This design comes from an exercise in tuning for small area on the open sky130 flow, not from production work.
In this exercise RTL edits were held to simulation tests only and were not proved equivalent to the original.
The clock port is modelled as an ideal driver; clocking choices that lean on that would not hold on a real chip.
Power and IR drop assume default switching activity.

==> maple <==
==> flow/design.v <==
module keyscan(
  input         clk,
  input         rst,
  input         psel,
  input         pwrite,
  input         penable,
  input  [5:0]  paddr,
  input  [31:0] pwdata,
  output [31:0] prdata,
  output        irq,
  input  [7:0]  ks_in,
  output [17:0] ks_out,
  output [17:0] ks_oe
);
  localparam [2:0] S_IDLE = 3'd0, S_SINT = 3'd1, S_ROW = 3'd2, S_DEB = 3'd3, S_WAIT = 3'd4;
  wire wr_en = psel & penable & pwrite;
  wire rd_en = psel & ~penable & ~pwrite;
  wire a0 = paddr == 6'd0;
  wire a1 = paddr == 6'd1;
  wire a2 = paddr == 6'd2;
  wire a3 = paddr == 6'd3;
  wire a4 = paddr == 6'd4;
  wire a5 = paddr == 6'd5;
  wire a6 = paddr == 6'd6;
  wire a7 = paddr == 6'd7;
  wire a8 = paddr == 6'd8;
  wire wr0 = wr_en & a0;
  wire wr1 = wr_en & a1;
  wire wr2 = wr_en & a2;
  wire wr3 = wr_en & a3;
  reg        ks_en, wk_en, int_en, ksf, ksif, pol, clr_key;
  reg [17:0] ksoe;
  reg [7:0]  ksie;
  reg [3:0]  sint_v, rint_v, deb_v;
  reg        irq_r;
  always @(posedge clk) begin
    if (rst) begin
      ks_en <= 1'b0;
      wk_en <= 1'b0;
      ksoe <= 18'h0;
      ksie <= 8'h0;
      int_en <= 1'b0;
      ksf <= 1'b0;
      ksif <= 1'b0;
      pol <= 1'b0;
      clr_key <= 1'b0;
      sint_v <= 4'h8;
      rint_v <= 4'h0;
      deb_v <= 4'h4;
    end else begin
      if (wr0) begin
        ks_en <= pwdata[0];
        wk_en <= pwdata[1];
      end else if (irq_r & ~wk_en)
        ks_en <= 1'b0;
      if (wr1) begin
        ksoe <= pwdata[25:8];
        ksie <= pwdata[7:0];
      end
      if (wr2) int_en <= pwdata[0];
      if (wr2 & pwdata[1]) ksf <= 1'b0;
      else ksf <= ksf | irq_r;
      if (wr2 & pwdata[2]) ksif <= 1'b0;
      else if (irq_r) ksif <= int_en;
      if (wr3) begin
        pol <= pwdata[13];
        sint_v <= pwdata[11:8];
        rint_v <= pwdata[7:4];
        deb_v <= pwdata[3:0];
      end
      clr_key <= wr3 & pwdata[12];
    end
  end
  reg  [2:0]  st;
  reg  [4:0]  idx;         
  reg  [15:0] cnt;         
  reg         from_deb;    
  reg  [7:0]  ks_in_d, ks_in_dd;
  reg  [7:0]  cur_d;
  reg  [7:0]  key_curinfo;
  reg         key_vld;
  reg         int_trig;
  reg  [1:0]  int_dly;
  reg         oe_hot, out_hot, out_bg;
  reg  [143:0] rows;      
  reg  [3:0]  hs_ph;
  wire        m_ack = hs_ph == 4'd8;
  wire        kvr = hs_ph == 4'd4;
  wire s0 = st == S_IDLE;
  wire s1 = st == S_SINT;
  wire s2 = st == S_ROW;
  wire s3 = st == S_DEB;
  wire s4 = st == S_WAIT;
  wire [7:0] inp = pol ? ks_in_dd : ~ks_in_dd;
  wire [17:0] hit;
  genvar gi;
  generate
    for (gi = 0; gi < 16; gi = gi + 1) begin : g_hit
      assign hit[gi] = ~idx[4] & (idx[3:0] == gi);
    end
  endgenerate
  assign hit[16] = idx[4] & ~idx[0];
  assign hit[17] = idx[4] & idx[0];
  wire       oe_sel = |(hit & ksoe);
  wire [7:0] key_cur_st = oe_sel ? (ksie & inp) : 8'h0;
  reg  [7:0] row_sel;
  integer si;
  always @(*) begin
    row_sel = 8'h0;
    for (si = 0; si < 18; si = si + 1)
      row_sel = row_sel | ({8{hit[si]}} & rows[si*8 +: 8]);
  end
  wire       neq_pre = oe_sel & |((row_sel ^ inp) & ksie);
  wire [3:0]  lim_v = s1 ? sint_v : deb_v;
  wire        at_lim = cnt == (16'h1 << lim_v);
  wire        s_fin = at_lim;
  wire        step_max = cnt[1];
  wire        deb_act = s3 | (s4 & from_deb);
  wire        key_pulse = s3 & (key_cur_st != cur_d);
  wire        valid_change = deb_act & at_lim & ~key_pulse & neq_pre;
  wire [3:0]  rcnt = (s4 & from_deb) ? 4'h0 : cnt[3:0];
  wire        r_fin = rcnt == rint_v;
  wire        cnt_complt = idx == 5'd17;
  reg [2:0] n;
  always @(*) begin
    n = S_IDLE;
    if (ks_en) begin
      case (st)
        S_IDLE: n = S_SINT;
        S_SINT: n = s_fin ? S_ROW : S_SINT;
        S_ROW:  n = step_max ? (neq_pre ? S_DEB : S_WAIT) : S_ROW;
        S_DEB:  n = (key_pulse | valid_change) ? S_WAIT : S_DEB;
        S_WAIT: n = key_vld ? S_WAIT : cnt_complt ? S_SINT : r_fin ? S_ROW : S_WAIT;
        default: n = S_IDLE;
      endcase
    end
  end
  wire go_sint = n == S_SINT;
  wire go_row = n == S_ROW;
  wire load = (s1 | s4) & go_row;
  wire cnt_run = ks_en & ((s1 & ~s_fin) | (s2 & ~step_max) | (s3 & ~valid_change) |
                          (s4 & ~r_fin & ~go_sint));
  wire [15:0] cnt_in = {cnt[15:4], rcnt};
  always @(posedge clk) begin
    if (rst) begin
      st <= S_IDLE;
      idx <= 5'd0;
      cnt <= 16'h0;
      from_deb <= 1'b0;
      key_vld <= 1'b0;
      int_trig <= 1'b0;
      int_dly <= 2'd0;
    end else begin
      st <= n;
      if (s0 | (s1 & ~go_sint)) idx <= 5'd0;
      else if (s1) idx <= 5'd17;
      else if (s4 & go_row) idx <= idx + 5'd1;
      cnt <= cnt_run ? cnt_in + 16'h1 : 16'h0;
      from_deb <= s3;
      key_vld <= key_vld_nx;
      int_trig <= (s3 & valid_change) | (int_trig & ~(s0 | s1));
      if (s1 & int_trig) int_dly <= 2'd1;
      else if (int_dly != 2'd0) int_dly <= int_dly + 2'd1;
    end
  end
  always @(posedge clk) begin
    ks_in_d <= ks_in;
    ks_in_dd <= ks_in_d;
    cur_d <= key_cur_st;
    if (valid_change) key_curinfo <= key_cur_st;
  end
  wire [17:0] ksoe_next = {ksoe[0], ksoe[17:1]};
  wire        oe_new = s1 ? ksoe[0] : |(hit & ksoe_next);
  always @(posedge clk or posedge rst) begin
    if (rst) begin
      oe_hot <= 1'b0;
      out_hot <= 1'b0;
      out_bg <= 1'b0;
      irq_r <= 1'b0;
    end else begin
      irq_r <= int_dly == 2'd3;
      if (load) begin
        oe_hot <= oe_new;
        out_hot <= oe_new;
        out_bg <= ~pol;
      end else if (go_sint | n == S_IDLE) begin
        oe_hot <= 1'b0;
        out_hot <= 1'b0;
        out_bg <= ~pol;
      end else if (n == S_WAIT)
        oe_hot <= 1'b0;
    end
  end
  assign ks_oe = {18{oe_hot}} & hit;
  assign ks_out = {18{out_bg}} ^ ({18{out_hot}} & hit);
  wire key_vld_nx = (valid_change & ~wk_en) | (key_vld & ~m_ack);
  always @(posedge clk) begin
    if (rst) hs_ph <= 4'd0;
    else if (hs_ph == 4'd0) hs_ph <= {3'd0, key_vld_nx};
    else if (hs_ph == 4'd11) hs_ph <= key_vld_nx ? 4'd12 : 4'd0;
    else if (hs_ph == 4'd12) hs_ph <= 4'd1;
    else hs_ph <= hs_ph + 4'd1;
  end
  wire       clr = clr_key | rst;
  wire [7:0] wdat = clr ? 8'h0 : key_curinfo;
  integer ri;
  always @(posedge clk) begin
    for (ri = 0; ri < 18; ri = ri + 1)
      if (clr | (kvr & hit[ri])) rows[ri*8 +: 8] <= wdat;
  end
  wire [31:0] rsel =
    ({32{a0}} & {30'h0, wk_en, ks_en}) |
    ({32{a1}} & {6'h0, ksoe, ksie}) |
    ({32{a2}} & {29'h0, ksif, ksf, int_en}) |
    ({32{a3}} & {18'h0, pol, clr_key, sint_v, rint_v, deb_v}) |
    ({32{a4}} & rows[31:0]) |
    ({32{a5}} & rows[63:32]) |
    ({32{a6}} & rows[95:64]) |
    ({32{a7}} & rows[127:96]) |
    ({32{a8}} & {16'h0, rows[143:128]});
  reg [31:0] prdata_r;
  always @(posedge clk or posedge rst) begin
    if (rst) prdata_r <= 32'h0;
    else if (rd_en) prdata_r <= rsel;
  end
  assign prdata = prdata_r;
  assign irq = irq_r;
endmodule
==> flow/flow/run.sh <==
#!/bin/bash
# The standard layout (standard.sh) with four changes:
#  - synthesis maps the logic with an area-oriented ABC script,
#  - the port buffers use the smallest buffer cell,
#  - the clock tree uses clkbuf_8 buffers on clusters of at most 16 sinks,
#  - after clock tree synthesis, gates off the critical paths are downsized
#    (flow/post_cts.tcl).
set -euo pipefail
W=$PWD
export AREA_ABC_SCRIPT=$W/flow/area.abc
export POST_CTS_TCL=$W/flow/post_cts.tcl
export BUFFER_PORTS_ARGS="-buffer_cell sky130_fd_sc_hd__buf_1"
export CTS_ARGS="-sink_clustering_enable -repair_clock_nets -sink_clustering_size 16 -sink_clustering_max_diameter 60 -buf_list sky130_fd_sc_hd__clkbuf_8 -root_buf sky130_fd_sc_hd__clkbuf_8 -dont_use_dummy_load"
sed "s#SYNTH_SCRIPT=[^ ]*#SYNTH_SCRIPT=$W/flow/synth.tcl#" standard.sh > flow_standard.sh
grep -q "SYNTH_SCRIPT=$W/flow/synth.tcl" flow_standard.sh
bash flow_standard.sh > standard.log 2>&1
==> flow/flow/area.abc <==
strash
balance
rewrite
refactor
balance
rewrite
rewrite -z
balance
refactor -z
rewrite -z
balance
balance
rewrite
refactor
balance
rewrite
rewrite -z
balance
refactor -z
rewrite -z
balance
dch -f
map -a
strash
dch -f
map -a
topo
dnsize -c
==> flow/flow/post_cts.tcl <==
# Area recovery after clock tree synthesis: downsize gates off the critical
# paths, then repair any slew or capacitance violations this leaves and
# legalise the placement again. Global routing repairs the design once more
# with routed parasitics.
log_cmd estimate_parasitics -placement
log_cmd repair_timing -recover_power 100 -verbose
log_cmd repair_design -slew_margin 20 -cap_margin 20 -verbose
log_cmd detailed_placement
check_placement -verbose
==> flow/flow/synth.tcl <==
# synth_recipe.tcl with one change: Yosys's abc pass maps the logic with an
# area-oriented ABC script (flow/area.abc) instead of ORFS's own script.
proc synth {args} { yosys synth -nofsm -noshare {*}$args }
proc abc {args} {
  set i [lsearch -exact $args -script]
  if { $i >= 0 } { lset args [expr {$i + 1}] $::env(AREA_ABC_SCRIPT) }
  yosys abc {*}$args
}
source $::env(SCRIPTS_DIR)/synth.tcl
# left out here: clear keep_hierarchy, flatten, clean up, hide names made inside functions, write 1_2_yosys.v
==> flow/standard.sh <==
#!/bin/bash
# synth_recipe.tcl (not shown) runs the flow's synth.tcl, then flattens the netlist and writes it again
# the make line also repeats each setting of config.mk as NAME=value (left out here)
make -C /OpenROAD-flow-scripts/flow DESIGN_CONFIG=/design/flow/config.mk WORK_HOME=/design/flow/orfs CLKGATE_MAP_FILE= SYNTH_SCRIPT=/design/flow/synth_recipe.tcl "${@:-finish}"
==> flow/config.mk <==
export PLATFORM = sky130hd
export DESIGN_NAME = keyscan
export DESIGN_NICKNAME = keyscan
export VERILOG_FILES = /design/flow/design.v
export SDC_FILE = /design/flow/constraint.sdc
export NUM_CORES = 4
export LEC_CHECK = 0
export CAP_MARGIN = 20
export CORE_MARGIN = 2
export CORE_UTILIZATION = 70
export SLEW_MARGIN = 20
==> flow/constraint.sdc <==
create_clock -name core_clock -period 10.0 [get_ports {clk}]
set_input_delay 2.0000 -clock core_clock [delete_from_list [all_inputs] [get_ports {clk}]]
set_output_delay 2.0000 -clock core_clock [all_outputs]
set_load 0.01 [all_outputs]
==> inputs of raven, as changes to maple <==
==> flow/flow/run.sh (replaced) <==
#!/bin/bash
# The standard layout (standard.sh) with three changes:
#  - synthesis maps the logic with an area-oriented ABC script,
#  - the port buffers use the smallest buffer cell,
#  - the clock tree uses clkbuf_8 buffers on clusters of at most 16 sinks.
set -euo pipefail
W=$PWD
export AREA_ABC_SCRIPT=$W/flow/area.abc
export BUFFER_PORTS_ARGS="-buffer_cell sky130_fd_sc_hd__buf_1"
export CTS_ARGS="-sink_clustering_enable -repair_clock_nets -sink_clustering_size 16 -sink_clustering_max_diameter 60 -buf_list sky130_fd_sc_hd__clkbuf_8 -root_buf sky130_fd_sc_hd__clkbuf_8 -dont_use_dummy_load"
sed "s#SYNTH_SCRIPT=[^ ]*#SYNTH_SCRIPT=$W/flow/synth.tcl#" standard.sh > flow_standard.sh
grep -q "SYNTH_SCRIPT=$W/flow/synth.tcl" flow_standard.sh
bash flow_standard.sh > standard.log 2>&1
Settings changed: CORE_UTILIZATION 70 to 60.
removed: flow/flow/post_cts.tcl
==> inputs of onyx, as changes to maple <==
==> flow/flow/run.sh (replaced) <==
#!/bin/bash
# The standard layout (standard.sh) with three changes:
#  - synthesis maps the logic with an area-oriented ABC script,
#  - the port buffers use the smallest buffer cell,
#  - the clock tree uses clkbuf_8 buffers on clusters of at most 16 sinks,
#  - after global routing, gates off the critical paths are downsized (RECOVER_POWER).
set -euo pipefail
W=$PWD
export AREA_ABC_SCRIPT=$W/flow/area.abc
export RECOVER_POWER=100
export BUFFER_PORTS_ARGS="-buffer_cell sky130_fd_sc_hd__buf_1"
export CTS_ARGS="-sink_clustering_enable -repair_clock_nets -sink_clustering_size 16 -sink_clustering_max_diameter 60 -buf_list sky130_fd_sc_hd__clkbuf_8 -root_buf sky130_fd_sc_hd__clkbuf_8 -dont_use_dummy_load"
sed "s#SYNTH_SCRIPT=[^ ]*#SYNTH_SCRIPT=$W/flow/synth.tcl#" standard.sh > flow_standard.sh
grep -q "SYNTH_SCRIPT=$W/flow/synth.tcl" flow_standard.sh
bash flow_standard.sh > standard.log 2>&1
removed: flow/flow/post_cts.tcl
==> qor summary <==
Run status: raven no timing/DRC/antenna violations; maple no timing/DRC/antenna violations; onyx failed layout checks
Reasons for failing layout checks: raven -; maple -; onyx max-capacitance violations, max-slew violations
Rel. slew slack: raven 20.69%; maple 16.35%; onyx -158.5%
Instance count on the critical path: raven 18; maple 19; onyx 7
Length of routed met3 wiring: raven 5674 µm; maple 6500 µm; onyx 6055 µm
Static leakage: raven 4.713 nW; maple 4.652 nW; onyx 4.548 nW
Area of all placed cells without fillers: raven 14160 µm²; maple 14060 µm²; onyx 13860 µm²
Vertical extent of the die: raven 149.6 µm; maple 138.8 µm; onyx 138.8 µm
Area Growth Syn to Fin: raven 11.44%; maple 10.62%; onyx 9.016%
Initial DRC Count: raven 1345; maple 1855; onyx 1959
End-of-flow core utilization: raven 67.81%; maple 78.54%; onyx 77.40%
Setup fix buffers added after clock tree synthesis: raven 0; maple -; onyx 0
Buffers & Inverters on Critical Path: raven 4; maple 5; onyx 5
Critical path class: raven register to register; maple register to register; onyx primary input to register
Worst setup skew after layout: raven 0.04198 ns; maple 0.1042 ns; onyx 0.09599 ns
Pin count of the biggest net entering global routing: raven 79; maple 43; onyx 79
CP Launch Point: raven idx[3]$_SDFFE_PP0P_; maple idx[2]$_SDFFE_PP0P_; onyx rst
Routed WL per cell: raven 24.58 µm; maple 25.20 µm; onyx 25.20 µm
Switching power total: raven 0.5105 mW; maple 0.5087 mW; onyx 0.5063 mW

[re-timing with driven ports]
No port has a modelled driver above. Below, the same layouts with a new extraction and two added sets of constraints. Step 1 sets driving cells, clkbuf_16 on the clock port and buf_2 on the other inputs (assumed; they add their load-dependent delay and slew). Step 2 adds t to the input delays and takes it off the output delays; t is the mean of the earliest and latest rising clock arrival at the registers after step 1. Input paths then give back, and output paths get back, about the clock's delay inside the block. Slacks: ideal / step 1 / step 2; pairs: ideal / step 1.
| run | t, ns | setup WS [ns] | hold slack, ns | latest minus earliest clock arrival (ns) | pins driven straight from the clock port |
|---|---|---|---|---|---|
| maple | 0.585 | 3.306 / 3.306 / 3.306 | 0.330 / 0.330 / 0.330 | 0.104 / 0.104 | 1 |
| raven | 0.591 | 3.736 / 3.736 / 3.736 | 0.335 / 0.335 / 0.335 | 0.042 / 0.041 | 1 |
| onyx | 0.590 | 3.030 / 3.053 / 2.463 | 0.328 / 0.328 / 0.328 | 0.097 / 0.097 | 1 |
The setup slack of onyx, which loses most, moves by +0.023 ns with the drivers and by -0.567 ns with both steps.
